Background: an optimization exercise with open tools, aiming at small area. Do not read the settings as production practice. The RTL was checked by simulation tests, not by an equivalence proof against the original design. No activity file was given, so power comes from the tool's default toggle rates.

==> inputs of trial 30 <==
==> flow/design.v <==
`timescale 1ns / 1ps
module game (
    clk,
    rst,
    btnR,
    btnS,
    J1,
    J2,
    J3,
    J4,
    J7,
    J8,
    J9,
    J10,
    an,
    seg
);
    input J7;
    input J8;
    input J9;
    input J10;
    output J1;
    output J2;
    output J3;
    output J4;
    input clk;
    input rst;
    input btnR;
    input btnS;
    output reg [3:0] an;
    output reg [6:0] seg;
    reg rst_db;
    reg [3:0] s;
    reg [6:0] q;
    reg [4:0] h;
    wire restart  = rst | btnR;
    wire s_end    = &s;
    wire q_end    = (q == 7'd124);
    wire hold_end = rst_db & (q == 7'd8) & (s == 4'd7);
    always @(posedge clk) begin
        if (restart)
            rst_db <= 1'b1;
        else if (hold_end)
            rst_db <= 1'b0;
        if (restart | hold_end) begin
            s <= 4'd0;
            q <= 7'd0;
        end else begin
            s <= s + 4'd1;
            if (s_end)
                q <= q_end ? 7'd0 : q + 7'd1;
        end
        if (rst_db)
            h <= 5'd0;
        else if (s_end & q_end)
            h <= (h[4] & h[2]) ? (h ^ 5'd3) : h + 5'd1;
    end
    wire scan_hi   = h[0] ^ q[0];
    wire fastRise  = ~rst_db & s_end & ~scan_hi;
    wire fastFall  = ~rst_db & s_end & scan_hi;
    wire dphase    = ~(h[4] & h[2]);
    wire blank     = ~rst_db & (h[1] ^ h[0]);
    reg [1:0] dig;
    always @(posedge clk) begin
        if (restart)
            dig <= 2'd0;
        else if (fastRise)
            dig <= dig + 2'd1;
    end
    reg [1:0] jcol;    
    reg jf;            
    always @(posedge clk) begin
        if (rst) begin
            jcol <= 2'd0;
            jf <= 1'b0;
        end else if (fastRise) begin
            if (jf)
                jcol <= jcol + 2'd1;
            jf <= 1'b1;
        end
    end
    assign J1 = (jcol != 2'd0);
    assign J2 = (jcol != 2'd1);
    assign J3 = (jcol != 2'd2);
    assign J4 = (jcol != 2'd3);
    reg       kvalid;
    reg [3:0] knum;
    always @(*) begin
        kvalid = 1'b1;
        knum = 4'd0;
        case ({jcol, J7, J8, J9, J10})
            6'b11_1110: knum = 4'd1;
            6'b11_1101: knum = 4'd4;
            6'b11_1011: knum = 4'd7;
            6'b11_0111: knum = 4'd0;
            6'b10_1110: knum = 4'd2;
            6'b10_1101: knum = 4'd5;
            6'b10_1011: knum = 4'd8;
            6'b01_1110: knum = 4'd3;
            6'b01_1101: knum = 4'd6;
            6'b01_1011: knum = 4'd9;
            default:    kvalid = 1'b0;
        endcase
    end
    reg        kv;       
    reg [3:0]  cv;       
    reg [15:0] value;
    reg [6:0]  timer;
    reg        vready;
    wire full  = ~(value[15] & value[14]);    
    wire cvF   = cv[3] & cv[2];
    wire ge110 = timer[6] & timer[5] & timer[3] & timer[2] & timer[1];
    wire ge111 = ge110 & timer[0];
    wire ge30  = timer[6] | timer[5] | (timer[4] & timer[3] & timer[2] & timer[1]);
    wire shift = fastRise & ~full & ~kv & ge110 & ~cvF;
    always @(posedge clk) begin
        if (rst) begin
            kv <= 1'b0;
            cv <= 4'hF;
        end else if (rst_db) begin
            if (~kv)
                cv <= 4'hF;
        end else if (fastFall) begin
            kv <= kvalid;
            if (kvalid)
                cv <= knum;
        end else if (shift) begin
            cv <= 4'hF;
        end
    end
    always @(posedge clk) begin
        if (rst | rst_db) begin
            value <= 16'hFFFF;
            vready <= 1'b0;
            timer <= 7'd0;
        end else if (fastRise) begin
            if (full) begin
                timer <= timer + 7'd1;
                if (ge30)
                    vready <= 1'b1;
            end else if (kv) begin
                timer <= 7'd0;
            end else if (ge110 & ~cvF) begin
                value <= {value[11:0], cv};
                timer <= 7'd0;
            end else if (ge111) begin
                timer <= 7'd0;
            end else begin
                timer <= timer + 7'd1;
            end
        end
    end
    reg [4:0] l1;
    reg [3:0] l3;
    reg       lv;        
    reg [4:0] s1;        
    reg [1:0] s3;        
    reg [3:0] g3;
    always @(*) begin
        case (l3)
            4'd4:    g3 = 4'd2;
            4'd9:    g3 = 4'd4;
            4'd3:    g3 = 4'd9;
            4'd6:    g3 = 4'd9;
            default: g3 = 4'd6;
        endcase
    end
    always @(posedge clk) begin
        if (rst) begin
            l1 <= 5'd7;
            l3 <= 4'd6;
            lv <= 1'b0;
        end else begin
            l1 <= {l1[3:0], l1[4] ^ l1[1]};
            l3 <= {l3[2:0], l3[3] ^ l3[2]};
            if (l1 == 5'd28)
                lv <= 1'b1;
        end
        if (rst_db) begin
            s1 <= lv ? l1 : 5'd0;
            s3 <= g3[2:1];
        end
    end
    reg [3:0] r1, r4;
    always @(*) begin
        case (s1)
            5'd15, 5'd31, 5'd30, 5'd28, 5'd25, 5'd19, 5'd6: r1 = 4'd7;
            5'd13, 5'd26, 5'd20, 5'd9:                      r1 = 4'd6;
            5'd18, 5'd4:                                    r1 = 4'd9;
            5'd8:                                           r1 = 4'd4;
            5'd16, 5'd1:                                    r1 = 4'd8;
            5'd2:                                           r1 = 4'd1;
            5'd5:                                           r1 = 4'd2;
            5'd7:                                           r1 = 4'd3;
            default:                                        r1 = 4'd5;
        endcase
        case (s1)
            5'd0:                                           r4 = 4'd0;
            5'd15, 5'd31, 5'd30, 5'd28, 5'd3, 5'd7:         r4 = 4'd5;
            5'd25, 5'd19, 5'd6, 5'd13, 5'd26, 5'd20, 5'd9:  r4 = 4'd7;
            5'd18:                                          r4 = 4'd3;
            5'd14, 5'd29:                                   r4 = 4'd8;
            5'd27:                                          r4 = 4'd1;
            5'd22:                                          r4 = 4'd2;
            5'd12:                                          r4 = 4'd4;
            5'd24, 5'd17:                                   r4 = 4'd9;
            default:                                        r4 = 4'd6;
        endcase
    end
    wire r3n = ~(s3[1] | s3[0]);
    wire [15:0] randInt = {r4, r3n, s3, r3n, 4'd7, r1};
    wire correct = (value == randInt);
    reg [3:0] bcd;
    always @(*) begin
        bcd = 4'hF;
        an = 4'b1111;
        if (blank) begin
            an = 4'b1111;
        end else if (dphase | ~vready) begin
            case (dig)
                2'd0: begin an = 4'b0111; bcd = dphase ? randInt[15:12] : value[15:12]; end
                2'd1: begin an = 4'b1011; bcd = dphase ? randInt[11:8]  : value[11:8];  end
                2'd2: begin an = 4'b1101; bcd = dphase ? randInt[7:4]   : value[7:4];   end
                2'd3: begin an = 4'b1110; bcd = dphase ? randInt[3:0]   : value[3:0];   end
            endcase
        end else if (correct) begin
            case (dig)
                2'd0: begin an = 4'b0111; bcd = 4'hA; end
                2'd1: begin an = 4'b1011; bcd = 4'hB; end
                2'd2: begin an = 4'b1101; bcd = 4'hC; end
                2'd3: begin an = 4'b1111; bcd = 4'h0; end
            endcase
        end else begin
            case (dig)
                2'd0: begin an = 4'b0111; bcd = 4'hD; end
                2'd1: begin an = 4'b1011; bcd = 4'hE; end
                default: begin an = 4'b1111; bcd = 4'h0; end
            endcase
        end
    end
    always @(*) begin
        case (bcd)
            4'h0: seg = 7'b1000000;
            4'h1: seg = 7'b1111001;
            4'h2: seg = 7'b0100100;
            4'h3: seg = 7'b0110000;
            4'h4: seg = 7'b0011001;
            4'h5: seg = 7'b0010010;
            4'h6: seg = 7'b0000010;
            4'h7: seg = 7'b1111000;
            4'h8: seg = 7'b0000000;
            4'h9: seg = 7'b0010000;
            4'hA: seg = 7'b0010001;
            4'hB: seg = 7'b0000110;
            4'hC: seg = 7'b0010010;
            4'hD: seg = 7'b1001000;
            4'hE: seg = 7'b1000000;
            default: seg = 7'b1111111;
        endcase
    end
endmodule
==> flow/run.sh <==
#!/bin/bash
# synth_recipe.tcl (not shown) runs the flow's synth.tcl, then flattens the netlist and writes it again
# the make line also repeats each setting of config.mk as NAME=value (left out here)
make -C /OpenROAD-flow-scripts/flow DESIGN_CONFIG=/design/flow/config.mk WORK_HOME=/design/flow/orfs CLKGATE_MAP_FILE= SYNTH_SCRIPT=/design/flow/synth_recipe.tcl finish
==> flow/config.mk <==
export PLATFORM = sky130hd
export DESIGN_NAME = game
export DESIGN_NICKNAME = game
export VERILOG_FILES = /design/flow/design.v
export SDC_FILE = /design/flow/constraint.sdc
export NUM_CORES = 4
export LEC_CHECK = 0
export CAP_MARGIN = 20
export CORE_MARGIN = 2
export CORE_UTILIZATION = 40
export SLEW_MARGIN = 20
==> flow/constraint.sdc <==
create_clock -name core_clock -period 10.0 [get_ports {clk}]
set_input_delay 2.0000 -clock core_clock [delete_from_list [all_inputs] [get_ports {clk}]]
set_output_delay 2.0000 -clock core_clock [all_outputs]
set_load 0.01 [all_outputs]
==> build 83: changes against trial 30 <==
Settings changed: CTS_BUF_LIST set to sky130_fd_sc_hd__clkbuf_4, CTS_CLUSTER_DIAMETER set to 200, CTS_CLUSTER_SIZE set to 40.
==> trial 81: changes against trial 30 <==
Settings changed: CORE_UTILIZATION 40 to 75, CTS_BUF_LIST set to sky130_fd_sc_hd__clkbuf_8, CTS_CLUSTER_DIAMETER set to 500, CTS_CLUSTER_SIZE set to 100, PLACE_DENSITY set to 0.85.
==> notes.md <==
	build 83	trial 81	trial 30
Mean number of vias per cell	5.38	6.13	5.35
Sequential fraction of total cell area	32.0%	32.2%	30.9%
Worst reg-to-reg setup slack	7630 ps	7460 ps	7640 ps
Number of nets in the layout	594	593	594
Total half-perimeter wirelength after legalization and detailed placement	6820 microns	6740 microns	6820 microns
Area Overhead vs Synth	10.2%	9.54%	14.3%
Logic pwr share	3.4%	3.2%	2.6%
Peak supply drop	0.0000535 V	0.000102 V	0.0000894 V
Number of clock buffers in the layout	10	9	13
Buffer cell driving the clock tree root	clkbuf_4	clkbuf_8	clkbuf_16
Total design power	540 uW	583 uW	693 uW
Proportion of power drawn by the clock network	38.3%	42.8%	51.9%
Run status	timing/DRC/antenna clean	timing/DRC/antenna clean	timing/DRC/antenna clean
Via Count	3752	3870	3730
Detailed-route wire length on metal 1	4440 microns	4340 microns	4520 microns
Headroom to the max-slew limit	52.8%	29.3%	52.3%
Final worst setup slack	4380 ps	4390 ps	4470 ps
Wire length of the first global-routing pass	15800 microns	16000 microns	15900 microns
Number of filler cells placed in the layout	1095	355	1066
Routing usage on met1	21.5%	39.1%	21.5%
Final instance area	0.00497 sq mm	0.00494 sq mm	0.00515 sq mm
Clk cell area share	3.07%	4.30%	6.53%
Actual transition at the worst max-transition pin	702 ps	1060 ps	710 ps

port drivers added, routing unchanged:
Ports are ideal in the flow. The routed layouts listed here were re-timed in OpenROAD.
Step 1 assumes that a clkbuf_16 drives the clock port and a buf_2 every other input.
Step 2 moves the port delays by t, midway between the first and last clock arrival at a register: inputs arrive t later, outputs are due t later. That takes back most of the time a late clock gives input paths.
Three values: ideal, step 1, step 2; two values: the first two.
run	t (ns)	setup slack, ns	clock arrival spread, ns
trial 30	0.367	4.473 / 4.435 / 4.802	0.006 / 0.006
build 83	0.442	4.383 / 4.353 / 4.794	0.015 / 0.015
trial 81	0.384	4.393 / 4.359 / 4.743	0.019 / 0.020
After both steps every run listed still meets setup and hold.
